From an optimization exercise on the open Yosys and OpenROAD flow, aimed at small area, a short achievable clock period and few clock cycles per item; shortcuts taken in it are not production practice.
RTL that was checked went through simulation tests only; none was proved equivalent to the original.
For run 6, only the layout was checked, not whether the RTL still works.

### flow/flow/run.sh
#!/bin/bash
# The standard ORFS layout (the standard.sh, standard synthesis unchanged)
# with three changes: the port buffers the standard flow's flow inserts use a small buffer
# cell instead of the delay buffer buffer_ports picks by default; repair aims
# for a setup slack margin of MARGIN ns against the 10 ns clock; and after the
# floorplan the key-array flip-flops get the drive strength in flopcell.txt
# (same cell type, stronger output), before placement.
# ORFS writes each step's log under orfs/logs; the make output goes to
# standard_*.log and the resizing step's output to upsize.log.
set -euo pipefail
MARGIN=$(cat flow/margin.txt)
PORTBUF=$(cat flow/portbuf.txt)
ARGS=("SETUP_SLACK_MARGIN=${MARGIN}" "BUFFER_PORTS_ARGS=-buffer_cell ${PORTBUF}")
bash standard.sh "${ARGS[@]}" floorplan > standard_floorplan.log 2>&1
RES=$(ls -d orfs/results/*/insertionSort/base) FLOPCELL=$(cat flow/flopcell.txt) \
    openroad -no_init -exit flow/upsize.tcl > upsize.log 2>&1
bash standard.sh "${ARGS[@]}" finish > standard_finish.log 2>&1
### flow/flow/flopcell.txt
sky130_fd_sc_hd__dfxtp_4
### flow/flow/margin.txt
6.5
### flow/flow/portbuf.txt
sky130_fd_sc_hd__buf_1
### flow/flow/upsize.tcl
# Give the key-array flip-flops (r_key*) a stronger drive strength of the same
# flip-flop type, in the floorplan database, before placement.
set res $::env(RES)
read_db $res/2_floorplan.odb
set db [ord::get_db]
set to [$db findMaster $::env(FLOPCELL)]
set n 0
foreach inst [[ord::get_db_block] getInsts] {
  if {[[$inst getMaster] getName] eq "sky130_fd_sc_hd__dfxtp_1" && [string match "r_key*" [$inst getName]]} {
    $inst swapMaster $to
    incr n
  }
}
puts "resized $n flip-flops to $::env(FLOPCELL)"
write_db $res/2_floorplan.odb
### flow/standard.sh
#!/bin/bash
# synth_recipe.tcl (not shown) runs the flow's synth.tcl, then flattens the netlist and writes it again
# the make line also repeats each setting of config.mk as NAME=value (left out here)
make -C /OpenROAD-flow-scripts/flow DESIGN_CONFIG=/design/flow/config.mk WORK_HOME=/design/flow/orfs CLKGATE_MAP_FILE= SYNTH_SCRIPT=/design/flow/synth_recipe.tcl "${@:-finish}"
### flow/config.mk
export PLATFORM = sky130hd
export DESIGN_NAME = insertionSort
export DESIGN_NICKNAME = insertionSort
export VERILOG_FILES = /design/flow/design.v
export SDC_FILE = /design/flow/constraint.sdc
export NUM_CORES = 8
export LEC_CHECK = 0
export ABC_AREA = 1
export CAP_MARGIN = 20
export CORE_AREA = 2 2 378 378
export CTS_CLUSTER_DIAMETER = 120
export CTS_CLUSTER_SIZE = 20
export DIE_AREA = 0 0 380 380
export SLEW_MARGIN = 20
### flow/constraint.sdc
create_clock -name core_clock -period 10.0 [get_ports {i_clk}]
set_input_delay 2.0000 -clock core_clock [delete_from_list [all_inputs] [get_ports {i_clk}]]
set_output_delay 2.0000 -clock core_clock [all_outputs]
set_load 0.01 [all_outputs]
### flow/design.v
module compare_block #(
    parameter SIZE_DATA = 16
)(
    input  logic                   i_load,
    input  logic [1:0]             i_kind,
    input  logic [7:0]             i_rank,
    input  logic [4*SIZE_DATA-1:0] i_x,
    input  logic [4*SIZE_DATA-1:0] i_din,
    output logic [4*SIZE_DATA-1:0] o_y
);
    localparam int W = SIZE_DATA;
    localparam int D = $clog2(SIZE_DATA);
    logic [W-1:0] x [4];
    for (genvar i = 0; i < 4; i++) begin : g_x
        assign x[i] = i_x[i*W +: W];
    end
    logic [15:0] b;
    for (genvar i = 0; i < 4; i++) begin : g_ci
        for (genvar j = 0; j < 4; j++) begin : g_cj
            if (i < j) begin : g_c
                logic [W-1:0] lt [D+1];
                logic [W-1:0] gt [D+1];
                assign lt[0] = x[j] & ~x[i];
                assign gt[0] = ~x[j] & x[i];
                for (genvar d = 1; d <= D; d++) begin : g_lv
                    for (genvar m = 0; m < (W >> d); m++) begin : g_nd
                        assign gt[d][m] = gt[d-1][2*m+1] | (~lt[d-1][2*m+1] & gt[d-1][2*m]);
                        assign lt[d][m] = lt[d-1][2*m+1] | (~gt[d-1][2*m+1] & lt[d-1][2*m]);
                    end
                    assign gt[d][W-1:(W >> d)] = '0;
                    assign lt[d][W-1:(W >> d)] = '0;
                end
                assign b[i*4+j] = gt[D][0];
            end else begin : g_n
                assign b[i*4+j] = 1'b0;
            end
        end
    end
    logic [3:0] c [4];
    always_comb begin
        for (int i = 0; i < 4; i++)
            for (int j = 0; j < 4; j++)
                c[i][j] = (i < j) ? b[i*4+j] : (i > j) ? !b[j*4+i] : 1'b0;
    end
    logic [3:0] r1h [4];
    always_comb begin
        for (int i = 0; i < 4; i++) begin
            logic p, q, s;
            p = c[i][(i+1)%4]; q = c[i][(i+2)%4]; s = c[i][(i+3)%4];
            r1h[i][0] = !p & !q & !s;
            r1h[i][1] = (p & !q & !s) | (!p & q & !s) | (!p & !q & s);
            r1h[i][2] = (p & q & !s) | (p & !q & s) | (!p & q & s);
            r1h[i][3] = p & q & s;
        end
    end
    logic [3:0] sel [4];
    always_comb begin
        for (int k = 0; k < 4; k++) begin
            sel[k] = 4'b0;
            case (i_kind)
                2'd0: sel[k][k] = 1'b1;
                2'd1: for (int i = 0; i < 4; i++) sel[k][i] = r1h[i][i_rank[2*k +: 2]];
                default: ;
            endcase
        end
        if (i_kind == 2'd2) begin
            sel[0] = (b[1] ^ i_rank[0]) ? 4'b0010 : 4'b0001;
            sel[1] = (b[1] ^ i_rank[0]) ? 4'b0001 : 4'b0010;
            sel[2] = (b[11] ^ i_rank[2]) ? 4'b1000 : 4'b0100;
            sel[3] = (b[11] ^ i_rank[2]) ? 4'b0100 : 4'b1000;
        end else if (i_kind == 2'd3) begin
            sel[0] = (b[2] ^ i_rank[0]) ? 4'b0100 : 4'b0001;
            sel[2] = (b[2] ^ i_rank[0]) ? 4'b0001 : 4'b0100;
            sel[1] = (b[7] ^ i_rank[2]) ? 4'b1000 : 4'b0010;
            sel[3] = (b[7] ^ i_rank[2]) ? 4'b0010 : 4'b1000;
        end
    end
    always_comb begin
        for (int k = 0; k < 4; k++) begin
            o_y[k*W +: W] = i_load ? i_din[k*W +: W] :
                            ({W{sel[k][0]}} & x[0]) | ({W{sel[k][1]}} & x[1]) |
                            ({W{sel[k][2]}} & x[2]) | ({W{sel[k][3]}} & x[3]);
        end
    end
endmodule
module insertionSort #(
    parameter NUM_VALS = 32,
    parameter SIZE_DATA = 16
)(
    input  logic                          i_clk,
    input  logic                          i_rst_n,
    input  logic                          i_start,
    input  logic [NUM_VALS*SIZE_DATA-1:0] i_data,
    output logic                          o_done,
    output logic [NUM_VALS*SIZE_DATA-1:0] o_data
);
    localparam int N = 32;
    localparam int W = 16;
    localparam int G = N / 4;
    localparam int STEPS = 9;
    logic             r_busy;
    logic [3:0]      r_cnt;
    logic [N*W-1:0]   r_key;             
    logic [N*W-1:0]   w_perm;            
    logic [N*W-1:0]   w_next;            
    logic [N*W-1:0]   w_din;             
    logic [G*2-1:0]   w_kind;            
    logic [G*8-1:0]   w_rank;            
    logic [G*2-1:0]   r_kind;            
    logic [G*8-1:0]   r_rank;            
    logic [3:0]      w_step;            
    assign w_step = r_busy ? r_cnt + 1'b1 : '0;
    always_ff @(posedge i_clk) begin
        r_kind <= w_kind;
        r_rank <= w_rank;
    end
    always_comb begin
        w_kind = '0;
        w_rank = '0;
        case (w_step)
            4'd0: begin w_kind = 16'h5555; w_rank = 64'h2727d8d82727d8d8; end
            4'd1: begin w_kind = 16'h0000; w_rank = 64'he4e4e4e4e4e4e4e4; end
            4'd2: begin w_kind = 16'h5555; w_rank = 64'h2727d8d82727d8d8; end
            4'd3: begin w_kind = 16'haaaa; w_rank = 64'h0505050500000000; end
            4'd4: begin w_kind = 16'h5555; w_rank = 64'h2727d8d82727d8d8; end
            4'd5: begin w_kind = 16'h5555; w_rank = 64'h27272727d8d8d8d8; end
            4'd6: begin w_kind = 16'h5555; w_rank = 64'hd8d8d8d8d8d8d8d8; end
            4'd7: begin w_kind = 16'h5555; w_rank = 64'hd8d8d8d8d8d8d8d8; end
            4'd8: begin w_kind = 16'haaaa; w_rank = 64'h0000000000000000; end
            default: ;
        endcase
    end
    assign w_perm[0*W +: W] = r_key[0*W +: W];
    assign w_perm[1*W +: W] = r_key[16*W +: W];
    assign w_perm[2*W +: W] = r_key[4*W +: W];
    assign w_perm[3*W +: W] = r_key[20*W +: W];
    assign w_perm[4*W +: W] = r_key[1*W +: W];
    assign w_perm[5*W +: W] = r_key[17*W +: W];
    assign w_perm[6*W +: W] = r_key[5*W +: W];
    assign w_perm[7*W +: W] = r_key[21*W +: W];
    assign w_perm[8*W +: W] = r_key[2*W +: W];
    assign w_perm[9*W +: W] = r_key[18*W +: W];
    assign w_perm[10*W +: W] = r_key[6*W +: W];
    assign w_perm[11*W +: W] = r_key[22*W +: W];
    assign w_perm[12*W +: W] = r_key[3*W +: W];
    assign w_perm[13*W +: W] = r_key[19*W +: W];
    assign w_perm[14*W +: W] = r_key[7*W +: W];
    assign w_perm[15*W +: W] = r_key[23*W +: W];
    assign w_perm[16*W +: W] = r_key[8*W +: W];
    assign w_perm[17*W +: W] = r_key[24*W +: W];
    assign w_perm[18*W +: W] = r_key[12*W +: W];
    assign w_perm[19*W +: W] = r_key[28*W +: W];
    assign w_perm[20*W +: W] = r_key[9*W +: W];
    assign w_perm[21*W +: W] = r_key[25*W +: W];
    assign w_perm[22*W +: W] = r_key[13*W +: W];
    assign w_perm[23*W +: W] = r_key[29*W +: W];
    assign w_perm[24*W +: W] = r_key[10*W +: W];
    assign w_perm[25*W +: W] = r_key[26*W +: W];
    assign w_perm[26*W +: W] = r_key[14*W +: W];
    assign w_perm[27*W +: W] = r_key[30*W +: W];
    assign w_perm[28*W +: W] = r_key[11*W +: W];
    assign w_perm[29*W +: W] = r_key[27*W +: W];
    assign w_perm[30*W +: W] = r_key[15*W +: W];
    assign w_perm[31*W +: W] = r_key[31*W +: W];
    for (genvar g = 0; g < G; g++) begin : g_grp
        compare_block #(.SIZE_DATA(W)) u_grp (
            .i_load (~r_busy),
            .i_kind (r_kind[2*g +: 2]),
            .i_rank (r_rank[8*g +: 8]),
            .i_x    (w_perm[4*g*W +: 4*W]),
            .i_din  (w_din[4*g*W +: 4*W]),
            .o_y    (w_next[4*g*W +: 4*W])
        );
    end
    assign w_din[0*W +: W] = i_data[0*W +: W];
    assign w_din[4*W +: W] = i_data[1*W +: W];
    assign w_din[16*W +: W] = i_data[2*W +: W];
    assign w_din[20*W +: W] = i_data[3*W +: W];
    assign w_din[2*W +: W] = i_data[4*W +: W];
    assign w_din[6*W +: W] = i_data[5*W +: W];
    assign w_din[18*W +: W] = i_data[6*W +: W];
    assign w_din[22*W +: W] = i_data[7*W +: W];
    assign w_din[1*W +: W] = i_data[8*W +: W];
    assign w_din[5*W +: W] = i_data[9*W +: W];
    assign w_din[17*W +: W] = i_data[10*W +: W];
    assign w_din[21*W +: W] = i_data[11*W +: W];
    assign w_din[3*W +: W] = i_data[12*W +: W];
    assign w_din[7*W +: W] = i_data[13*W +: W];
    assign w_din[19*W +: W] = i_data[14*W +: W];
    assign w_din[23*W +: W] = i_data[15*W +: W];
    assign w_din[8*W +: W] = i_data[16*W +: W];
    assign w_din[12*W +: W] = i_data[17*W +: W];
    assign w_din[24*W +: W] = i_data[18*W +: W];
    assign w_din[28*W +: W] = i_data[19*W +: W];
    assign w_din[10*W +: W] = i_data[20*W +: W];
    assign w_din[14*W +: W] = i_data[21*W +: W];
    assign w_din[26*W +: W] = i_data[22*W +: W];
    assign w_din[30*W +: W] = i_data[23*W +: W];
    assign w_din[9*W +: W] = i_data[24*W +: W];
    assign w_din[13*W +: W] = i_data[25*W +: W];
    assign w_din[25*W +: W] = i_data[26*W +: W];
    assign w_din[29*W +: W] = i_data[27*W +: W];
    assign w_din[11*W +: W] = i_data[28*W +: W];
    assign w_din[15*W +: W] = i_data[29*W +: W];
    assign w_din[27*W +: W] = i_data[30*W +: W];
    assign w_din[31*W +: W] = i_data[31*W +: W];
    always_ff @(posedge i_clk or negedge i_rst_n) begin
        if (!i_rst_n) begin
            r_busy <= 1'b0;
            r_cnt  <= '0;
            o_done <= 1'b0;
        end else begin
            o_done <= r_busy && (r_cnt == STEPS-1);
            if (!r_busy) begin
                r_busy <= i_start;
                r_cnt  <= '0;
            end else begin
                r_cnt <= r_cnt + 1'b1;
                if (r_cnt == STEPS-1)
                    r_busy <= 1'b0;
            end
        end
    end
    always_ff @(posedge i_clk)
        r_key <= w_next;
    assign o_data[0*W +: W] = r_key[0*W +: W];
    assign o_data[1*W +: W] = r_key[1*W +: W];
    assign o_data[16*W +: W] = r_key[2*W +: W];
    assign o_data[17*W +: W] = r_key[3*W +: W];
    assign o_data[4*W +: W] = r_key[4*W +: W];
    assign o_data[5*W +: W] = r_key[5*W +: W];
    assign o_data[20*W +: W] = r_key[6*W +: W];
    assign o_data[21*W +: W] = r_key[7*W +: W];
    assign o_data[2*W +: W] = r_key[8*W +: W];
    assign o_data[3*W +: W] = r_key[9*W +: W];
    assign o_data[18*W +: W] = r_key[10*W +: W];
    assign o_data[19*W +: W] = r_key[11*W +: W];
    assign o_data[6*W +: W] = r_key[12*W +: W];
    assign o_data[7*W +: W] = r_key[13*W +: W];
    assign o_data[22*W +: W] = r_key[14*W +: W];
    assign o_data[23*W +: W] = r_key[15*W +: W];
    assign o_data[8*W +: W] = r_key[16*W +: W];
    assign o_data[9*W +: W] = r_key[17*W +: W];
    assign o_data[24*W +: W] = r_key[18*W +: W];
    assign o_data[25*W +: W] = r_key[19*W +: W];
    assign o_data[12*W +: W] = r_key[20*W +: W];
    assign o_data[13*W +: W] = r_key[21*W +: W];
    assign o_data[28*W +: W] = r_key[22*W +: W];
    assign o_data[29*W +: W] = r_key[23*W +: W];
    assign o_data[10*W +: W] = r_key[24*W +: W];
    assign o_data[11*W +: W] = r_key[25*W +: W];
    assign o_data[26*W +: W] = r_key[26*W +: W];
    assign o_data[27*W +: W] = r_key[27*W +: W];
    assign o_data[14*W +: W] = r_key[28*W +: W];
    assign o_data[15*W +: W] = r_key[29*W +: W];
    assign o_data[30*W +: W] = r_key[30*W +: W];
    assign o_data[31*W +: W] = r_key[31*W +: W];
endmodule
==> impl_metrics.py, run 1 <==
metrics = {
    "cts": {
        "cts_hold_buf": 0,
        "path_clk_slew_ps": 100,
        "cts_buffers": 40,
        "clock_latency_ps": 700,
        "cts_sinks": 538,
        "clockBufferDepth": 3,
        "htree_levels": 2,
        "cts-root-buf": "clkbuf_16",
        "cts_tree": "done",
    },
    "floorplan": {
        "dieArea_sq_um": 144000,
        "core.rowCount": 137,
        "initial_utilization": 0.385,
        "die_x_um": 380,
        "num_io_pins": 1028,
        "die_y_um": 380,
        "core_area_sq_um": 140000,
    },
    "grt": {
        "grt_usage": 0.511,
        "grt_overflow": 0,
        "antenna_found_initial": 53,
        "first_global_vias": 69468,
        "grt_max_degree": 195,
        "grt_pass1_wl_um": 531000,
    },
    "sta": {
        "finalHoldViolCount": 0,
        "skew_ps": 41.2,
        "drv_slew": 0,
        "period_minus_slack_ps": 3640,
        "finalCritPeriodShare": 0.364,
        "tns_ps": 0,
        "fmax_mhz": 275,
        "rsz0062_at_grt": "yes",
        "setup_viol": 0,
        "max_slew_margin": 0.223,
        "worstMarginPinSlew_ps": 1160,
    },
    "worst_setup_path": {
        "start_kind": "register",
        "path_class": "register to primary output",
        "cp.required_ps": 8000,
        "critPathMaxFanout": 6,
        "cp.arrival_ps": 1640,
        "cp-end-kind": "primary output",
    },
    "synthesis": {
        "yosys_warnings": 18,
        "postSynthAreaPerCell_sq_um": 5.27,
        "seq_area_frac_synth": 0.200,
        "async_flop_share": 0.0112,
        "synth_flop_cell": "dfxtp_1",
        "synth_edf_count": 0,
        "ys_types": 57,
        "syn_area_sq_um": 53900,
        "ys_ff_latch": 538,
        "syn_inst": 10223,
        "syn_nets": 10740,
    },
    "place": {
        "globalplace.congestion": 1.10,
        "port_buffers": 1027,
        "dpl.hpwl_um": 298000,
        "dp_cells": 12569,
    },
    "run": {
        "max-cap-violations": 0,
    },
    "drt": {
        "drtIter0Drc": 12337,
        "drcViolationCount": 0,
        "routedWlPerCell_um": 30.9,
        "vias_per_cell": 6.16,
        "routed_wl_um": 392000,
        "ant_nets": 0,
        "first_pass_iters": 10,
        "num_vias": 78156,
    },
    "min_path": {
        "hold_class": "register to register",
    },
    "layout": {
        "drive_above_1_share": 0.109,
        "finish.utilization": 0.438,
        "fin_cells": 12694,
        "mostFrequentLayoutCells": "nand2_1 (3670), nor2_1 (1545), nand3_1 (1223)",
        "final_common_cell": "nand2_1",
        "syn_to_final_growth_pct": 13.7,
        "fin_nets": 11277,
    },
    "outcome": {
        "status": "complete, no violations",
    },
}
worst max-delay path, cell delays in order (launching register included):
cell,delay (ps)
dfxtp_4,580
buf_4,200
buf_1,150
sequential cells by signal, summed over array words and instances, names as in the netlist:
name    count
o_done      1
r_cnt       4
r_kind      1
r_busy      1
r_rank     19
r_key     512
routing by layer:
| metal | routed length, um | GRT usage |
|---|---|---|
| met2 | 156000 | 0.735 |
| met5 | 404 | 0.00430 |
| met1 | 135000 | 0.585 |
| met4 | 45200 | 0.488 |
| met3 | 55000 | 0.177 |
final timing paths:
| kind | from | to | slack, ps | depth (start not counted) |
|---|---|---|---|---|
| max | r_key[270] | o_data[142] | 6360 | 2 |
| max in group asynchronous | i_rst_n | r_busy | 8060 | 1 |
| min reg2reg | r_cnt[0] | r_cnt[0] | 570 | 1 |
| min | r_cnt[0] | r_cnt[0] | 570 | 1 |
| min in group asynchronous | i_rst_n | o_done | 1370 | 1 |
| max reg2reg | r_key[266] | r_key[30] | 6500 | 15 |
Yosys cell counts (all sizes together), types with 3 or more instances:
| cell | n | area [sq um] |
|---|---|---|
| dfrtp | 6 | 150 |
| a21oi | 423 | 2290 |
| o21bai | 6 | 45.0 |
| clkbuf | 172 | 682 |
| o21ai | 437 | 2300 |
| a31o | 3 | 26.3 |
| xor2 | 3 | 26.3 |
| dfxtp | 532 | 10700 |
| inv | 850 | 3190 |
| o22ai | 83 | 519 |
| nand4 | 251 | 1570 |
| nor2 | 1645 | 6340 |
| and2 | 5 | 31.3 |
| o22a | 9 | 78.8 |
| a41oi | 88 | 771 |
| o211ai | 19 | 158 |
| o21a | 29 | 218 |
| buf | 415 | 2470 |
| a31oi | 68 | 447 |
| nor3 | 7 | 35.0 |
| or2 | 21 | 131 |
| nand2 | 3813 | 14700 |
| a21boi | 39 | 338 |
| clkinv | 13 | 48.8 |
| a22oi | 13 | 97.6 |
| nand3b | 3 | 22.5 |
| nand3 | 1262 | 6510 |
cell type report:
| type | count | area, sq um |
|---|---|---|
| flip-flops and latches | 538 | 12700 |
| multi-input cells | 8232 | 37100 |
| clock inverters | 19 | 240 |
| fillers | 15704 | 78600 |
| well taps | 1876 | 2350 |
| diodes | 29 | 72.6 |
| repair buffers | 1085 | 4440 |
| inverters | 863 | 3260 |
| clock buffers | 52 | 1110 |
timing repair:
| action | 4_1_cts | 5_1_grt |
|---|---|---|
| pin swaps | 0 | 6 |
| hold endpoints to repair | 0 | 0 |
| cloned | 0 | 0 |
| endpoints found under the setup margin | 185 | 219 |
| setup buffers | 8 | 17 |
| gates resized for setup | 53 | 105 |
kinds of logic (layout without fill, tap and decap cells):
| kind of cell | Yosys count | count (layout) | share of synthesized area |
|---|---|---|---|
| other cells | 0 | 29 | 0 |
| compound gates | 1218 | 1218 | 0.135 |
| fa+ha+maj | 2 | 2 | 0.000464 |
| simple gates | 7009 | 7009 | 0.544 |
| xor+xnor | 3 | 3 | 0.000488 |
| flops | 538 | 538 | 0.200 |
| buf+inv | 1453 | 2019 | 0.119 |
per-stage QoR:
stage	setup WS [ps]	cell area, sq um	hold WS, ps
after floorplan	7530	53900	458
after CTS	6450	60700	553
final	6360	61300	570
after global placement	5980	59100	520
after detailed placement	5950	59100	540
after global routing	6390	61300	589
Testbench counts, summed over its fixed seeds: cycles 1,920, sorts 192.
==> run 2: changes to the inputs <==
==> flow/flow/flopcell.txt (replaced) <==
sky130_fd_sc_hd__dfxtp_2
==> run 2 against run 1 <==
Net effect: still clean on timing, DRC and antenna; first-iteration DRC count fell by 1.4%; synthesized cell count stayed put; sequential cell count is the same; sequential share of layout area fell by 0.98 points; largest cell class unchanged; highest routed layer unchanged.
==> impl_metrics.py, run 2 <==
metrics = {
    "cts": {
        "clockBufferDepth": 3,
        "cts_tree": "done",
        "path_clk_slew_ps": 100,
        "cts_sinks": 538,
        "htree_levels": 2,
        "cts-root-buf": "clkbuf_16",
        "cts_buffers": 37,
        "clock_latency_ps": 690,
    },
    "floorplan": {
        "core.rowCount": 137,
        "core_area_sq_um": 140000,
        "dieArea_sq_um": 144000,
        "die_y_um": 380,
        "num_io_pins": 1028,
        "die_x_um": 380,
        "initial_utilization": 0.385,
    },
    "synthesis": {
        "yosys_warnings": 18,
        "synth_area_leaders": "nand2_1 (26%), dfxtp_1 (20%), nand3_1 (11%)",
        "synth_top_area_frac": 0.257,
        "postSynthAreaPerCell_sq_um": 5.27,
        "ys_types": 57,
        "synth_common_cells": "nand2_1 (3690), nor2_1 (1600), nand3_1 (1230), inv_1 (720), dfxtp_1 (532)",
        "synth_edf_count": 0,
        "seq_area_frac_synth": 0.200,
        "syn_inst": 10223,
        "yosysTopAreaCell": "nand2_1",
        "syn_nets": 10740,
        "synth_flop_cell": "dfxtp_1",
        "syn_area_sq_um": 53900,
        "async_flop_share": 0.0112,
        "yosysMostFrequentCell": "nand2_1",
        "ys_ff_latch": 538,
    },
    "sta": {
        "tns_ps": 0,
        "drv_slew": 0,
        "skew_ps": 39.6,
        "max_slew_margin": 0.138,
        "period_minus_slack_ps": 3560,
        "fmax_mhz": 281,
        "setup_viol": 0,
        "holdWs_ps": 540,
        "rsz0062_at_grt": "yes",
        "finalCritPeriodShare": 0.356,
        "finalHoldViolCount": 0,
        "worstMarginPinSlew_ps": 1290,
    },
    "worst_setup_path": {
        "path_class": "register to register",
        "critPathMaxFanout": 16,
        "cp.required_ps": 10570,
        "cp_slowest_cell": "dfxtp_4",
        "cp.arrival_ps": 4120,
        "cpPeakStageDelay_ps": 600,
        "critPathTopFamily": "simple AND/OR/NAND/NOR gates",
        "start_kind": "register",
        "worst-path-buf-inv": 1,
        "cp-end-kind": "register",
        "crit_path_frequent_cell": "nand2_1",
        "cp_cell_sequence": "inv_1 > nand2_1 > nand3_1 > nand2_1 > nand2_1 > nand2_1 > nand2_1 > nand2_1 > nor2_1 > nor2_2 > nand3_1 > nand3_1 > nand2_1 > nand2_1 > nand4_1 > nand3_1 > nor2_1 > nor2_1",
    },
    "drt": {
        "first_pass_iters": 7,
        "drcViolationCount": 0,
        "ant_nets": 0,
        "drtIter0Drc": 12164,
        "routed_wl_um": 405000,
        "routedWlPerCell_um": 31.9,
        "num_vias": 79015,
        "vias_per_cell": 6.22,
    },
    "layout": {
        "syn_to_final_growth_pct": 12.2,
        "mostFrequentLayoutCells": "nand2_1 (3667), nor2_1 (1567), nand3_1 (1222)",
        "fin_nets": 11286,
        "final_common_cell": "nand2_1",
        "largest_register_ffs": 512,
        "regMostFlops": "r_key",
        "largest_registers": "r_key: 512 flops, r_rank: 19 flops, r_cnt: 4 flops",
        "drive_above_1_share": 0.109,
    },
    "grt": {
        "grt_pass1_wl_um": 546000,
        "grt_max_degree": 199,
        "antenna_found_initial": 48,
        "first_global_vias": 69133,
        "grt_usage": 0.529,
        "grt_overflow": 0,
    },
    "place": {
        "dpl.hpwl_um": 305000,
        "globalplace.congestion": 1.10,
        "port_buffers": 1027,
    },
    "run": {
        "max-cap-violations": 0,
    },
    "min_path": {
        "hold_class": "register to register",
    },
    "outcome": {
        "status": "complete, no violations",
    },
}
run 2: cell families after synthesis:
group	synth area share
and+or+nand+nor	0.544
buffers and inverters	0.119
AOI/OAI and AO/OA	0.135
DFF	0.200
xor gates and xnor gates	0.000488
adders and majority gates	0.000464
run 2: metrics by stage:
stage               area (sq um)   util  worst slack, ps  instances
finish                     60500  0.432             6440      12702
global route               60400  0.432             6480      12664
CTS                        59700  0.427             6480      12639
detailed placement         57900  0.414             5460      12569
global placement           57900  0.414             5620      12569
floorplan                  53900      -             7530      10223
run 2: routing by layer:
layer  up-vias  global-route usage  routed length (um)
li1      33991                   -                   -
met5         -                   0                 265
met3      1933               0.200               59100
met1     36262               0.612              139000
met4        38               0.506               47900
met2      6791               0.742              159000
run 2: layout make-up:
class                   instances  area, sq um
flip-flops and latches        538        12000
inverters                     863         3270
repair inverters                1         5.00
repair buffers               1095         4500
clock buffers                  42          965
well taps                    1876         2350
diodes                         40          100
fillers                     15984        79400
multi-input cells            8233        37100
clock inverters                14          183
run 2: worst register-to-register path, cell delays in order (launching register included):
cell	delay (ps)
dfxtp_4	600
inv_1	230
nand2_1	120
nand3_1	80
nand2_1	70
nand2_1	50
nand2_1	140
nand2_1	90
nand2_1	70
nor2_1	40
nor2_2	350
nand3_1	120
nand3_1	270
nand2_1	100
nand2_1	500
nand4_1	200
nand3_1	140
nor2_1	70
nor2_1	210
run 2: worst paths after layout:
check,depth (start not counted),slack [ps],endpoint,start
worst max-delay path,18,6440,r_key[262],r_key[457]
worst min-delay path,1,540,r_cnt[0],r_cnt[0]
worst max register to register,18,6440,r_key[262],r_key[457]
worst min register to register,1,540,r_cnt[0],r_cnt[0]
max in group asynchronous,1,8050,r_busy,i_rst_n
min in group asynchronous,1,1360,o_done,i_rst_n
run 2: repair_timing:
action / CTS / global route
hold buffers: 0 / 0
gates cloned: 1 / 1
pin swaps: 1 / 3
gates resized for setup: 238 / 124
endpoints found under the setup margin: 555 / 340
setup buffers: 13 / 22
==> run 3: changes to the inputs <==
--- a/flow/design.v
+++ b/flow/design.v
@@ -2,8 +2,7 @@
     parameter SIZE_DATA = 16
 )(
     input  logic                   i_load,
-    input  logic [1:0]             i_kind,
-    input  logic [7:0]             i_rank,
+    input  logic [23:0]            i_ctl,
     input  logic [4*SIZE_DATA-1:0] i_x,
     input  logic [4*SIZE_DATA-1:0] i_din,
     output logic [4*SIZE_DATA-1:0] o_y
@@ -53,27 +52,33 @@
             r1h[i][3] = p & q & s;
         end
     end
+    logic s01, s23, s02, s13;
+    assign s01 = i_ctl[16] & (b[1] ^ i_ctl[18]);
+    assign s23 = i_ctl[16] & (b[11] ^ i_ctl[19]);
+    assign s02 = i_ctl[17] & (b[2] ^ i_ctl[18]);
+    assign s13 = i_ctl[17] & (b[7] ^ i_ctl[19]);
     logic [3:0] sel [4];
-    always_comb begin
-        for (int k = 0; k < 4; k++) begin
-            sel[k] = 4'b0;
-            case (i_kind)
-                2'd0: sel[k][k] = 1'b1;
-                2'd1: for (int i = 0; i < 4; i++) sel[k][i] = r1h[i][i_rank[2*k +: 2]];
-                default: ;
-            endcase
-        end
-        if (i_kind == 2'd2) begin
-            sel[0] = (b[1] ^ i_rank[0]) ? 4'b0010 : 4'b0001;
-            sel[1] = (b[1] ^ i_rank[0]) ? 4'b0001 : 4'b0010;
-            sel[2] = (b[11] ^ i_rank[2]) ? 4'b1000 : 4'b0100;
-            sel[3] = (b[11] ^ i_rank[2]) ? 4'b0100 : 4'b1000;
-        end else if (i_kind == 2'd3) begin
-            sel[0] = (b[2] ^ i_rank[0]) ? 4'b0100 : 4'b0001;
-            sel[2] = (b[2] ^ i_rank[0]) ? 4'b0001 : 4'b0100;
-            sel[1] = (b[7] ^ i_rank[2]) ? 4'b1000 : 4'b0010;
-            sel[3] = (b[7] ^ i_rank[2]) ? 4'b0010 : 4'b1000;
-        end
+    logic [3:0] keep;
+    assign keep[0] = i_ctl[20] | (i_ctl[16] & !s01) | (i_ctl[17] & !s02);
+    assign keep[1] = i_ctl[20] | (i_ctl[16] & !s01) | (i_ctl[17] & !s13);
+    assign keep[2] = i_ctl[20] | (i_ctl[16] & !s23) | (i_ctl[17] & !s02);
+    assign keep[3] = i_ctl[20] | (i_ctl[16] & !s23) | (i_ctl[17] & !s13);
+    always_comb begin
+        for (int k = 0; k < 4; k++)
+            for (int i = 0; i < 4; i++)
+                sel[k][i] = |(i_ctl[4*k +: 4] & r1h[i]);
+        sel[0][0] = sel[0][0] | keep[0];
+        sel[1][1] = sel[1][1] | keep[1];
+        sel[2][2] = sel[2][2] | keep[2];
+        sel[3][3] = sel[3][3] | keep[3];
+        sel[0][1] = sel[0][1] | s01;
+        sel[1][0] = sel[1][0] | s01;
+        sel[2][3] = sel[2][3] | s23;
+        sel[3][2] = sel[3][2] | s23;
+        sel[0][2] = sel[0][2] | s02;
+        sel[2][0] = sel[2][0] | s02;
+        sel[1][3] = sel[1][3] | s13;
+        sel[3][1] = sel[3][1] | s13;
     end
     always_comb begin
         for (int k = 0; k < 4; k++) begin
@@ -104,29 +109,24 @@
     logic [N*W-1:0]   w_perm;            
     logic [N*W-1:0]   w_next;            
     logic [N*W-1:0]   w_din;             
-    logic [G*2-1:0]   w_kind;            
-    logic [G*8-1:0]   w_rank;            
-    logic [G*2-1:0]   r_kind;            
-    logic [G*8-1:0]   r_rank;            
+    logic [G*24-1:0]  w_ctl;             
+    logic [G*24-1:0]  r_ctl;             
     logic [3:0]      w_step;            
     assign w_step = r_busy ? r_cnt + 1'b1 : '0;
-    always_ff @(posedge i_clk) begin
-        r_kind <= w_kind;
-        r_rank <= w_rank;
-    end
-    always_comb begin
-        w_kind = '0;
-        w_rank = '0;
+    always_ff @(posedge i_clk)
+        r_ctl <= w_ctl;
+    always_comb begin
+        w_ctl = '0;
         case (w_step)
-            4'd0: begin w_kind = 16'h5555; w_rank = 64'h2727d8d82727d8d8; end
-            4'd1: begin w_kind = 16'h0000; w_rank = 64'he4e4e4e4e4e4e4e4; end
-            4'd2: begin w_kind = 16'h5555; w_rank = 64'h2727d8d82727d8d8; end
-            4'd3: begin w_kind = 16'haaaa; w_rank = 64'h0505050500000000; end
-            4'd4: begin w_kind = 16'h5555; w_rank = 64'h2727d8d82727d8d8; end
-            4'd5: begin w_kind = 16'h5555; w_rank = 64'h27272727d8d8d8d8; end
-            4'd6: begin w_kind = 16'h5555; w_rank = 64'hd8d8d8d8d8d8d8d8; end
-            4'd7: begin w_kind = 16'h5555; w_rank = 64'hd8d8d8d8d8d8d8d8; end
-            4'd8: begin w_kind = 16'haaaa; w_rank = 64'h0000000000000000; end
+            4'd0: w_ctl = 192'h001428001428008241008241001428001428008241008241;
+            4'd1: w_ctl = 192'h100000100000100000100000100000100000100000100000;
+            4'd2: w_ctl = 192'h001428001428008241008241001428001428008241008241;
+            4'd3: w_ctl = 192'h0d00000d00000d00000d0000010000010000010000010000;
+            4'd4: w_ctl = 192'h001428001428008241008241001428001428008241008241;
+            4'd5: w_ctl = 192'h001428001428001428001428008241008241008241008241;
+            4'd6: w_ctl = 192'h008241008241008241008241008241008241008241008241;
+            4'd7: w_ctl = 192'h008241008241008241008241008241008241008241008241;
+            4'd8: w_ctl = 192'h010000010000010000010000010000010000010000010000;
             default: ;
         endcase
     end
@@ -165,8 +165,7 @@
     for (genvar g = 0; g < G; g++) begin : g_grp
         compare_block #(.SIZE_DATA(W)) u_grp (
             .i_load (~r_busy),
-            .i_kind (r_kind[2*g +: 2]),
-            .i_rank (r_rank[8*g +: 8]),
+            .i_ctl  (r_ctl[24*g +: 24]),
             .i_x    (w_perm[4*g*W +: 4*W]),
             .i_din  (w_din[4*g*W +: 4*W]),
             .o_y    (w_next[4*g*W +: 4*W])
==> flow/flow/run.sh (replaced) <==
#!/bin/bash
# The standard ORFS layout (the standard.sh, standard synthesis unchanged)
# with two changes: the port buffers the standard flow's flow inserts use a small buffer
# cell instead of the delay buffer buffer_ports picks by default, and repair
# aims for a setup slack margin of MARGIN ns against the 10 ns clock.
# Each tool's output goes to ORFS's own logs under orfs/logs; the make output
# is kept in standard.log.
set -euo pipefail
MARGIN=$(cat flow/margin.txt)
PORTBUF=$(cat flow/portbuf.txt)
bash standard.sh "SETUP_SLACK_MARGIN=${MARGIN}" \
    "BUFFER_PORTS_ARGS=-buffer_cell ${PORTBUF}" finish > standard.log 2>&1
==> flow/flow/margin.txt (replaced) <==
6.6
removed: flow/flow/flopcell.txt
removed: flow/flow/upsize.tcl
==> run 3 against run 2 <==
Net effect: highest routed layer unchanged; largest cell class unchanged; clock skew up 23 ps; still clean; setup slack better by 100 ps; area after synthesis is 5.2% lower; core utilization decreased by 0.47 points.
==> impl_metrics.py, run 3 <==
metrics = {
    "outcome": {
        "status": "complete, no violations",
    },
    "worst_setup_path": {
        "cp.required_ps": 10500,
        "cpPeakStageDelay_ps": 660,
        "path_class": "register to register",
        "critPathTopFamily": "simple AND/OR/NAND/NOR gates",
        "cp_slowest_cell": "nor2_1",
        "critPathMaxFanout": 16,
        "cp_cell_sequence": "buf_4 > inv_1 > nor2_1 > nand2_1 > nand2_1 > a21oi_1 > nand2_1 > a21oi_4 > inv_4 > nand3_2 > o22ai_4 > buf_4 > nand2_1 > nand3_1 > nor2_1 > nor2_1",
        "cp.arrival_ps": 3950,
        "start_kind": "register",
        "crit_path_frequent_cell": "nand2_1",
        "worst-path-buf-inv": 4,
        "cp-end-kind": "register",
    },
    "cts": {
        "htree_levels": 2,
        "path_clk_slew_ps": 90,
        "cts_hold_buf": 0,
        "clock_latency_ps": 690,
        "clockBufferDepth": 3,
        "cts-root-buf": "clkbuf_16",
        "cts_sinks": 528,
        "cts_buffers": 38,
        "cts_tree": "done",
    },
    "place": {
        "dp_cells": 12339,
        "globalplace.congestion": 1.10,
        "port_buffers": 1027,
        "dpl.hpwl_um": 286000,
    },
    "sta": {
        "holdWs_ps": 522,
        "finalCritPeriodShare": 0.345,
        "fmax_mhz": 290,
        "setup_viol": 0,
        "max_slew_margin": 0.237,
        "worstMarginPinSlew_ps": 1140,
        "skew_ps": 62.8,
        "period_minus_slack_ps": 3450,
        "rsz0062_at_grt": "yes",
        "finalHoldViolCount": 0,
        "drv_slew": 0,
        "tns_ps": 0,
    },
    "floorplan": {
        "num_io_pins": 1028,
        "core_area_sq_um": 140000,
        "core.rowCount": 137,
        "die_y_um": 380,
        "initial_utilization": 0.365,
        "dieArea_sq_um": 144000,
        "die_x_um": 380,
    },
    "synthesis": {
        "seq_area_frac_synth": 0.207,
        "yosysTopAreaCell": "nand2_1",
        "yosysMostFrequentCell": "nand2_1",
        "synth_common_cells": "nand2_1 (4321), nor2_1 (1681), nand3_1 (936), inv_1 (578), dfxtp_1 (522)",
        "synth_edf_count": 0,
        "ys_types": 57,
        "synth_top_area_frac": 0.317,
        "syn_area_sq_um": 51100,
        "ys_ff_latch": 528,
        "yosys_warnings": 18,
        "async_flop_share": 0.0114,
        "syn_inst": 9890,
        "syn_nets": 10407,
        "synth_flop_cell": "dfxtp_1",
        "postSynthAreaPerCell_sq_um": 5.17,
        "synth_area_leaders": "nand2_1 (32%), dfxtp_1 (20%), nor2_1 (12%)",
    },
    "layout": {
        "mostFrequentLayoutCells": "nand2_1 (4314), nor2_1 (1622), nand3_1 (935)",
        "syn_to_final_growth_pct": 17.1,
        "drive_above_1_share": 0.126,
        "largest_registers": "r_key: 512 flops, r_ctl: 10 flops, r_cnt: 4 flops",
        "largest_register_ffs": 512,
        "regMostFlops": "r_key",
        "final_common_cell": "nand2_1",
        "fin_cells": 12529,
        "fillCellCount": 15907,
        "fin_nets": 11132,
    },
    "drt": {
        "routed_wl_um": 369000,
        "vias_per_cell": 5.81,
        "first_pass_iters": 8,
        "routedWlPerCell_um": 29.5,
        "drcViolationCount": 0,
        "ant_nets": 0,
        "num_vias": 72774,
        "drtIter0Drc": 10740,
    },
    "run": {
        "max-cap-violations": 0,
    },
    "grt": {
        "grt_pass1_wl_um": 499000,
        "antenna_found_initial": 37,
        "grt_usage": 0.484,
        "first_global_vias": 63661,
        "grt_overflow": 0,
        "grt_max_degree": 169,
    },
    "min_path": {
        "hold_class": "register to register",
    },
}
run 3: cell types whose count changed after synthesis, moves of 60 or more:
cell / previous run / this run
nand2_1: 3690 / 4321
nand3_1: 1230 / 936
a21oi_1: 390 / 232
nand4_1: 251 / 98
inv_1: 720 / 578
a41oi_1: 88 / 1
nor2_1: 1600 / 1681
o21ai_0: 277 / 217
run 3: path summary, 6_finish.rpt:
check / startpoint / endpoint / slack, ps / cells past startpoint
min reg2reg: r_cnt[2] / o_done / 520 / 1
max reg2reg: r_key[60] / r_key[242] / 6550 / 16
max in group asynchronous: i_rst_n / r_busy / 8250 / 1
min: r_cnt[2] / o_done / 520 / 1
max: r_key[60] / r_key[242] / 6550 / 16
min in group asynchronous: i_rst_n / r_cnt[1] / 1310 / 1
run 3: timing repair:
action                                  in CTS  in global routing
buffers inserted                            73                 39
pin swaps                                    4                  5
resized for setup                          953                121
endpoints found under the setup margin     802                168
run 3: final cells by class:
| class | instances | area [sq um] | share of cell area |
|---|---|---|---|
| timing repair buffer | 1235 | 6120 | 0.102 |
| clock inverter | 16 | 267 | 0.00446 |
| sequential | 528 | 11900 | 0.199 |
| inverter | 727 | 2750 | 0.0459 |
| tap | 1876 | 2350 | 0.0392 |
| antenna | 18 | 45.0 | 0.000753 |
| clock buffer | 44 | 1010 | 0.0170 |
| multi-input combinational | 8085 | 35400 | 0.591 |
run 3: kinds of logic (layout without fill, tap and decap cells):
logic type / count (synthesis) / in the layout / share of synthesized area
AOI/OAI and AO/OA: 842 / 842 / 0.104
xor gates and xnor gates: 1 / 1 / 0.000171
adders and majority gates: 2 / 2 / 0.000490
buffers and inverters: 1277 / 2022 / 0.110
DFF: 528 / 528 / 0.207
other: 0 / 18 / 0
and+or+nand+nor: 7240 / 7240 / 0.578
run 3: metrics by stage:
stage | util | instance area, sq um | setup WS [ps]
final | 0.428 | 59800 | 6550
after global routing | 0.427 | 59800 | 6510
after CTS | 0.421 | 58900 | 6600
after detailed placement | 0.394 | 55200 | 5680
after global placement | 0.394 | 55200 | 5650
after floorplan | - | 51100 | 7540
run 3: worst register-to-register path, delay by kind of cell (launching register included):
family                 cells  cell delay [ps]
flip-flops                 1              420
AO/OA/AOI/OAI              3              620
AND/OR/NAND/NOR            9             1530
buffers and inverters      4              710
run 3: routing by layer:
layer,vias up,GRT usage,part of all wire,routed length [um]
met1,33533,0.603,0.37,136000
met5,-,0,0.00049,180
met3,1211,0.159,0.14,52000
met4,28,0.390,0.10,37100
met2,5701,0.675,0.39,144000
li1,32301,-,-,-
Testbench counts of run 3, summed over its fixed seeds: cycles 1,920, sorts 192.
==> run 4: changes to the inputs <==
==> flow/flow/margin.txt (replaced) <==
6.7
==> run 4 against run 3 <==
Net effect: die area unchanged; critical path depth decreased by 14; maximum frequency increased by 0.40%; non-clock buffer count increased by 501; still clean on timing, DRC and antenna.
==> impl_metrics.py, run 4 <==
metrics = {
    "worst_setup_path": {
        "cp-end-kind": "primary output",
        "rrSetupSlack_ps": 6600,
        "r2r-end": "r_key[336]",
        "reg2reg_from": "r_key[151]",
        "start_kind": "register",
        "rr_worst_depth": 20,
        "cp.arrival_ps": 1440,
        "path_class": "register to primary output",
        "cp.required_ps": 8000,
        "critPathMaxFanout": 3,
    },
    "sta": {
        "setup_viol": 0,
        "drv_slew": 0,
        "worstMarginPinSlew_ps": 1070,
        "skew_ps": 63.3,
        "max_slew_margin": 0.290,
        "worst_slack_ps": 6560,
        "finalHoldViolCount": 0,
        "finalCritPeriodShare": 0.344,
        "fmax_mhz": 291,
        "tns_ps": 0,
        "rsz0062_at_grt": "yes",
        "period_minus_slack_ps": 3440,
    },
    "drt": {
        "num_vias": 76155,
        "drtIter0Drc": 11693,
        "routed_wl_um": 388000,
        "drcViolationCount": 0,
        "vias_per_cell": 5.84,
        "ant_nets": 0,
        "first_pass_iters": 10,
        "routedWlPerCell_um": 29.8,
    },
    "outcome": {
        "status": "complete, no violations",
    },
    "cts": {
        "cts_buffers": 38,
        "clock_latency_ps": 700,
        "cts_tree": "done",
        "cts_sinks": 528,
        "path_clk_slew_ps": 100,
        "htree_levels": 2,
        "clockBufferDepth": 3,
        "cts-root-buf": "clkbuf_16",
    },
    "layout": {
        "final_common_cell": "nand2_1",
        "fin_nets": 11633,
        "fillCellCount": 15462,
        "syn_to_final_growth_pct": 27.7,
        "drive_above_1_share": 0.181,
        "largest_register_ffs": 512,
        "largest_registers": "r_key: 512 flops, r_ctl: 10 flops, r_cnt: 4 flops",
        "regMostFlops": "r_key",
        "fin_area_sq_um": 65300,
        "mostFrequentLayoutCells": "nand2_1 (4308), nor2_1 (1584), nand3_1 (934)",
        "finish.utilization": 0.467,
    },
    "synthesis": {
        "synthMuxAreaShare": 0,
        "async_flop_share": 0.0114,
        "synth-compound-area-share": 0.104,
        "synth_area_leaders": "nand2_1 (32%), dfxtp_1 (20%), nor2_1 (12%)",
        "synth_edf_count": 0,
        "synth_simple_gate_area_share": 0.578,
        "yosys_warnings": 18,
        "postSynthAreaPerCell_sq_um": 5.17,
        "ys_ff_latch": 528,
        "synth_adder_area_share": 0.000490,
        "yosysTopAreaCell": "nand2_1",
        "syn_inst": 9890,
        "yosysMostFrequentCell": "nand2_1",
        "synth_top_area_frac": 0.317,
        "synthXorXnorAreaFrac": 0.000171,
        "synth_common_cells": "nand2_1 (4321), nor2_1 (1681), nand3_1 (936), inv_1 (578), dfxtp_1 (522)",
        "synth_top_family_by_area": "simple AND/OR/NAND/NOR gates",
        "ys_types": 57,
        "syn_area_sq_um": 51100,
        "synth_flop_cell": "dfxtp_1",
        "syn_nets": 10407,
        "seq_area_frac_synth": 0.207,
    },
    "run": {
        "max-cap-violations": 0,
    },
    "floorplan": {
        "die_x_um": 380,
        "die_y_um": 380,
        "dieArea_sq_um": 144000,
        "core_area_sq_um": 140000,
        "num_io_pins": 1028,
        "core.rowCount": 137,
        "initial_utilization": 0.365,
    },
    "min_path": {
        "hp-start": "r_key[94]",
        "hold_class": "register to register",
        "whs_path_depth": 2,
        "hold-path-endpoint": "r_key[126]",
    },
    "grt": {
        "grt_overflow": 0,
        "grt_max_degree": 169,
        "first_global_vias": 66501,
        "antenna_found_initial": 42,
        "grt_usage": 0.507,
        "grt_pass1_wl_um": 522000,
    },
    "place": {
        "dpl.hpwl_um": 286000,
        "post-place-ws_ps": 5680,
        "globalplace.congestion": 1.10,
        "place_area_sq_um": 55200,
        "port_buffers": 1027,
    },
}
## run 4: cell count changes in the layout (fill, tap and decap cells not counted), sizes merged
cell / change
buf: +502
inv: -4
clkinvlp: +3
diode: +3
clkbuf: -1
clkinv: +1
## run 4: metrics by stage
step                hold WS, ps  cells
floorplan                   464   9890
global placement            503  12339
detailed placement          504  12339
CTS                         518  12928
global route                544  13023
finish                      499  13033
## run 4: layout make-up
cell class	count	area [sq um]	area share
sequential	528	12400	0.189
multi-input combinational	8085	35700	0.547
timing repair buffer	1736	10700	0.165
clock buffer	44	1010	0.0155
inverter	727	2760	0.0423
antenna	21	52.6	0.000805
clock inverter	16	267	0.00408
tap	1876	2350	0.0360
## run 4: cells by family after synthesis
kind of cell / Yosys count
AND/OR/NAND/NOR: 7240
buffers and inverters: 1277
AO/OA/AOI/OAI: 842
flip-flops: 528
adder cells (fa/ha/maj): 2
XOR/XNOR: 1
## run 4: worst max path at each step
| stage | end | from |
|---|---|---|
| 2_1_floorplan | o_data[98] | r_key[194] |
| 3_3_place_gp | r_key[342] | r_key[148] |
| 3_5_place_dp | r_key[342] | r_key[148] |
| 4_1_cts | o_data[61] | r_key[157] |
| 5_1_grt | r_key[54] | r_key[334] |
| 6_report | o_data[55] | r_key[151] |
## run 4: critical path, cell delays in order, from the launching register on
cell and delay (ps):
dfxtp_4 520, buf_6 150, buf_6 90
## run 4: what timing repair did
item | in CTS | in global routing
setup endpoints to repair | 888 | 326
hold buffers | 0 | 0
setup buffers | 529 | 84
gates resized for setup | 1394 | 180
pin swaps | 5 | 19
## run 4: per-layer routing
metal  up-vias  part of all wire  global-route usage
met2      6268              0.38               0.699
met4        26              0.11               0.438
met1     34995              0.36               0.621
met5         -           0.00045                   0
met3      1542              0.15               0.180
li1      33324                 -                   -
==> run 5: changes to the inputs <==
==> flow/flow/margin.txt (replaced) <==
6.5
==> run 5 against run 4 <==
Net effect: sequential share of layout area up 0.48 points; maximum frequency down 2.8%; clock skew down 4.4 ps; sequential cell count unchanged; area after synthesis unchanged; register-to-register slack worse by 120 ps; cell count down 4.5%; global-route usage down 2.7 points; critical path depth down 1.
==> impl_metrics.py, run 5 <==
metrics = {
    "outcome": {
        "status": "complete, no violations",
    },
    "synthesis": {
        "synth_common_cells": "nand2_1 (4321), nor2_1 (1681), nand3_1 (936), inv_1 (578), dfxtp_1 (522)",
        "synthXorXnorAreaFrac": 0.000171,
        "postSynthAreaPerCell_sq_um": 5.17,
        "async_flop_share": 0.0114,
        "seq_area_frac_synth": 0.207,
        "syn_nets": 10407,
        "synth_top_family_by_area": "simple AND/OR/NAND/NOR gates",
        "syn_area_sq_um": 51100,
        "synth-compound-area-share": 0.104,
        "synth_area_leaders": "nand2_1 (32%), dfxtp_1 (20%), nor2_1 (12%)",
        "synth_edf_count": 0,
        "synth_top_area_frac": 0.317,
        "yosysTopAreaCell": "nand2_1",
        "synth_flop_cell": "dfxtp_1",
        "yosysMostFrequentCell": "nand2_1",
        "ys_ff_latch": 528,
        "ys_types": 57,
        "synth_adder_area_share": 0.000490,
        "synthMuxAreaShare": 0,
        "syn_inst": 9890,
        "yosys_warnings": 18,
        "synth_simple_gate_area_share": 0.578,
    },
    "cts": {
        "htree_levels": 2,
        "path_clk_slew_ps": 90,
        "clock_latency_ps": 690,
        "cts_tree": "done",
        "clockBufferDepth": 3,
        "cts-root-buf": "clkbuf_16",
        "cts_hold_buf": 0,
        "cts_sinks": 528,
        "cts_buffers": 38,
    },
    "place": {
        "dpl.hpwl_um": 286000,
        "globalplace.congestion": 1.10,
        "port_buffers": 1027,
        "dp_cells": 12339,
    },
    "worst_setup_path": {
        "cp_slowest_cell": "dfxtp_2",
        "cp.required_ps": 8000,
        "worst-path-buf-inv": 1,
        "cp_cell_sequence": "buf_1",
        "path_class": "register to primary output",
        "cpPeakStageDelay_ps": 560,
        "critPathMaxFanout": 11,
        "critPathTopFamily": "flip-flops",
        "cp-end-kind": "primary output",
        "cp.arrival_ps": 1540,
        "start_kind": "register",
    },
    "drt": {
        "num_vias": 72251,
        "routedWlPerCell_um": 29.5,
        "drcViolationCount": 0,
        "drtIter0Drc": 11016,
        "routed_wl_um": 367000,
        "first_pass_iters": 9,
        "vias_per_cell": 5.81,
        "ant_nets": 0,
    },
    "layout": {
        "fin_nets": 11048,
        "drive_above_1_share": 0.106,
        "largest_registers": "r_key: 512 flops, r_ctl: 10 flops, r_cnt: 4 flops",
        "fillCellCount": 16043,
        "regMostFlops": "r_key",
        "final_common_cell": "nand2_1",
        "largest_register_ffs": 512,
        "fin_cells": 12443,
        "mostFrequentLayoutCells": "nand2_1 (4315), nor2_1 (1641), buf_1 (979)",
        "syn_to_final_growth_pct": 13.4,
    },
    "floorplan": {
        "die_y_um": 380,
        "initial_utilization": 0.365,
        "die_x_um": 380,
        "num_io_pins": 1028,
        "dieArea_sq_um": 144000,
        "core_area_sq_um": 140000,
        "core.rowCount": 137,
    },
    "sta": {
        "rsz0062_at_grt": "yes",
        "skew_ps": 58.8,
        "max_slew_margin": 0.232,
        "fmax_mhz": 283,
        "setup_viol": 0,
        "worstMarginPinSlew_ps": 1150,
        "drv_slew": 0,
        "tns_ps": 0,
        "finalHoldViolCount": 0,
        "period_minus_slack_ps": 3540,
        "finalCritPeriodShare": 0.354,
    },
    "grt": {
        "grt_pass1_wl_um": 495000,
        "grt_usage": 0.480,
        "antenna_found_initial": 31,
        "grt_overflow": 0,
        "grt_max_degree": 169,
        "first_global_vias": 63267,
    },
    "run": {
        "max-cap-violations": 0,
    },
    "min_path": {
        "hold_class": "register to register",
    },
}
-- run 5: cell counts after synthesis --
No cell type changed its count.
-- run 5: cells by family after synthesis --
kind of cell               count (synthesis)
AOI/OAI and AO/OA                        842
xor gates and xnor gates                   1
and+or+nand+nor                         7240
adders and majority gates                  2
buffers and inverters                   1277
DFF                                      528
-- run 5: cell type report --
type,count,area [sq um],area share
diodes,16,40.0,0.000691
clock buffers,44,1010,0.0175
clock inverters,16,267,0.00460
inverters,727,2750,0.0474
multi-input cells,8085,35200,0.608
flip-flops and latches,528,11300,0.194
well taps,1876,2350,0.0405
repair buffers,1151,5060,0.0874
-- run 5: through the flow --
stage	instance area [sq um]	hold slack [ps]	util	setup slack (ps)
after floorplan	51100	464	-	7540
after global placement	55200	503	0.394	5650
after detailed placement	55200	504	0.394	5680
after CTS	57300	518	0.410	6500
after global routing	57900	558	0.414	6400
final	57900	518	0.414	6460
-- run 5: path summary, 6_finish.rpt --
path	from	cells past startpoint	to	slack [ps]
hold reg to reg	r_cnt[2]	1	o_done	520
setup reg to reg	r_key[365]	17	r_key[191]	6480
hold / removal	r_cnt[2]	1	o_done	520
setup / recovery	r_key[462]	1	o_data[238]	6460
max in group asynchronous	i_rst_n	1	r_busy	8240
min in group asynchronous	i_rst_n	1	o_done	1320
-- run 5: layer usage --
metal / vias to the layer above / global-route usage / wire length (um)
met5: - / 0 / 108
met4: 14 / 0.389 / 36300
met3: 1185 / 0.151 / 51400
met2: 5663 / 0.668 / 143000
met1: 33278 / 0.603 / 136000
li1: 32111 / - / -
-- run 5: what timing repair did --
action	4_1_cts	5_1_grt
setup buffers	5	23
hold endpoints to repair	0	0
setup endpoints to repair	652	160
pin swaps	1	4
resized for setup	533	85
==> run 6: changes to the inputs <==
--- a/flow/design.v
+++ b/flow/design.v
@@ -82,7 +82,7 @@
     end
     always_comb begin
         for (int k = 0; k < 4; k++) begin
-            o_y[k*W +: W] = i_load ? i_din[k*W +: W] :
+            o_y[k*W +: W] = ({W{i_load}} & i_din[k*W +: W]) |
                             ({W{sel[k][0]}} & x[0]) | ({W{sel[k][1]}} & x[1]) |
                             ({W{sel[k][2]}} & x[2]) | ({W{sel[k][3]}} & x[3]);
         end
@@ -112,9 +112,15 @@
     logic [G*24-1:0]  w_ctl;             
     logic [G*24-1:0]  r_ctl;             
     logic [3:0]      w_step;            
+    logic             w_run;             
     assign w_step = r_busy ? r_cnt + 1'b1 : '0;
-    always_ff @(posedge i_clk)
-        r_ctl <= w_ctl;
+    assign w_run  = r_busy ? (r_cnt != STEPS-1) : i_start;
+    always_ff @(posedge i_clk or negedge i_rst_n) begin
+        if (!i_rst_n)
+            r_ctl <= '0;
+        else
+            r_ctl <= w_run ? w_ctl : '0;
+    end
     always_comb begin
         w_ctl = '0;
         case (w_step)
==> run 6 against run 5 <==
Net effect: critical endpoint is now o_data[115]; setup slack got worse by 120 ps; critical path type unchanged; core utilization fell by 0.64 points; clock-buffer cell count down 4; still clean; register-to-register slack got worse by 30 ps.
==> impl_metrics.py, run 6 <==
metrics = {
    "sta": {
        "skew_ps": 48.0,
        "fmax_mhz": 274,
        "setup_viol": 0,
        "finalHoldViolCount": 0,
        "tns_ps": 0,
        "max_slew_margin": 0.237,
        "holdWs_ps": 495,
        "drv_slew": 0,
        "worstMarginPinSlew_ps": 1140,
        "worst_slack_ps": 6350,
        "period_minus_slack_ps": 3650,
        "rsz0062_at_grt": "yes",
        "finalCritPeriodShare": 0.365,
    },
    "synthesis": {
        "synth_edf_count": 0,
        "ys_ff_latch": 528,
        "synth_area_leaders": "nand2_1 (37%), dfxtp_1 (20%), nor2_1 (6.5%)",
        "synth_simple_gate_area_share": 0.539,
        "syn_nets": 10195,
        "synth_adder_area_share": 0.000500,
        "yosysTopAreaCell": "nand2_1",
        "seq_area_frac_synth": 0.213,
        "synth_flop_cell": "dfxtp_1",
        "synth_top_family_by_area": "simple AND/OR/NAND/NOR gates",
        "yosysMostFrequentCell": "nand2_1",
        "async_flop_share": 0.0303,
        "yosys_warnings": 18,
        "synthXorXnorAreaFrac": 0.000175,
        "synth_common_cells": "nand2_1 (4911), nor2_1 (869), inv_1 (860), dfxtp_1 (512), nand3_1 (511)",
        "syn_inst": 9678,
        "syn_area_sq_um": 50000,
        "synth_top_area_frac": 0.368,
        "synthMuxAreaShare": 0,
        "synth-compound-area-share": 0.126,
        "postSynthAreaPerCell_sq_um": 5.17,
        "ys_types": 55,
    },
    "cts": {
        "clock_latency_ps": 670,
        "cts-root-buf": "clkbuf_16",
        "clockBufferDepth": 3,
        "cts_sinks": 528,
        "htree_levels": 2,
        "cts_tree": "done",
        "cts_hold_buf": 0,
        "cts_buffers": 37,
        "path_clk_slew_ps": 90,
    },
    "layout": {
        "final_common_cell": "nand2_1",
        "fin_area_sq_um": 57100,
        "largest_register_ffs": 512,
        "drive_above_1_share": 0.0936,
        "finish.utilization": 0.408,
        "largest_registers": "r_key: 512 flops, r_ctl: 10 flops, r_cnt: 4 flops",
        "mostFrequentLayoutCells": "nand2_1 (4907), buf_1 (1002), nor2_1 (869)",
        "regMostFlops": "r_key",
        "fin_cells": 12349,
        "fin_nets": 10956,
        "syn_to_final_growth_pct": 14.0,
    },
    "drt": {
        "vias_per_cell": 5.79,
        "ant_nets": 0,
        "first_pass_iters": 7,
        "num_vias": 71442,
        "routedWlPerCell_um": 30.4,
        "routed_wl_um": 376000,
        "drtIter0Drc": 11157,
        "drcViolationCount": 0,
    },
    "worst_setup_path": {
        "cp_cell_sequence": "buf_1",
        "reg2reg_from": "r_key[398]",
        "path_class": "register to primary output",
        "r2r-end": "r_key[262]",
        "worst-path-buf-inv": 1,
        "rrSetupSlack_ps": 6450,
        "critPathTopFamily": "flip-flops",
        "rr_worst_depth": 15,
        "cp.arrival_ps": 1650,
        "start_kind": "register",
        "cp_slowest_cell": "dfxtp_4",
        "cp.required_ps": 8000,
        "critPathMaxFanout": 11,
        "cp-end-kind": "primary output",
        "cpPeakStageDelay_ps": 570,
    },
    "grt": {
        "first_global_vias": 63733,
        "antenna_found_initial": 46,
        "grt_pass1_wl_um": 506000,
        "grt_usage": 0.493,
        "grt_max_degree": 150,
        "grt_overflow": 0,
    },
    "place": {
        "globalplace.congestion": 1.10,
        "dpl.hpwl_um": 296000,
        "post-place-ws_ps": 6000,
        "dp_cells": 12249,
        "port_buffers": 1027,
        "place_area_sq_um": 54700,
    },
    "min_path": {
        "hold-path-endpoint": "o_done",
        "whs_path_depth": 1,
        "hp-start": "r_cnt[2]",
        "hold_class": "register to register",
    },
    "floorplan": {
        "die_y_um": 380,
        "initial_utilization": 0.358,
        "die_x_um": 380,
        "core_area_sq_um": 140000,
        "core.rowCount": 137,
        "dieArea_sq_um": 144000,
        "num_io_pins": 1028,
    },
    "run": {
        "max-cap-violations": 0,
    },
    "outcome": {
        "status": "complete, no violations",
    },
}
-- run 6: what timing repair did --
action	4_1_cts	5_1_grt
pin swaps	3	7
buffers inserted	4	23
endpoints found under the setup margin	519	141
resized for setup	449	81
-- run 6: layer usage --
layer  wire length, um  share of wire  global-route usage
met1            136000           0.36               0.593
met2            150000           0.40               0.712
met3             50000           0.13               0.155
met4             39500           0.11               0.421
met5               209        0.00056             0.00331
-- run 6: logic make-up after synthesis --
logic type | Yosys count
and+or+nand+nor | 6687
buffers and inverters | 1419
AOI/OAI and AO/OA | 1041
DFF | 528
adders and majority gates | 2
xor gates and xnor gates | 1
-- run 6: cell type report --
type	instances	area [sq um]
timing repair buffer	1157	4960
clock buffer	40	947
sequential	528	11300
fill	16199	82800
tap	1876	2350
antenna	20	50.0
inverter	984	3720
multi-input combinational	7731	33600
clock inverter	13	168
-- run 6: worst max path at each step --
stage,from,endpoint,cells past startpoint
finish,r_key[211],o_data[115],1
global route,r_key[211],o_data[115],1
CTS,r_key[211],o_data[115],1
detailed placement,r_key[211],r_key[370],15
global placement,r_key[54],r_key[214],12
floorplan,i_start,r_ctl[184],6

==> what the ideal ports hide <==
Ports are ideal in the flow. The routed layouts listed here were re-timed in OpenROAD.
Step 1: set_driving_cell puts a clkbuf_16 on i_clk and a buf_2 on each other input, an assumption about the parent block.
Step 2 also shifts input and output timing later by t, the mid clock arrival at the registers, as if the neighbouring blocks saw the same clock.
Slacks: ideal ports / drivers / drivers and shift; pairs: ideal ports / drivers.
run | t (ns) | setup WS [ns] | worst setup path after step 2
run 1 | 0.779 | 6.361 / 6.265 / 6.505 | register to register
run 2 | 0.762 | 6.444 / 6.357 / 6.444 | register to register
run 3 | 0.748 | 6.549 / 6.476 / 6.549 | register to register
run 4 | 0.755 | 6.562 / 6.473 / 6.560 | input to register
run 5 | 0.744 | 6.465 / 6.378 / 6.484 | register to register
run 6 | 0.744 | 6.350 / 6.253 / 6.437 | input to register
After both steps setup and hold are still met in every run listed. For run 4, which loses most, drivers alone change the setup slack by -0.089 ns; drivers and shift together by -0.002 ns.
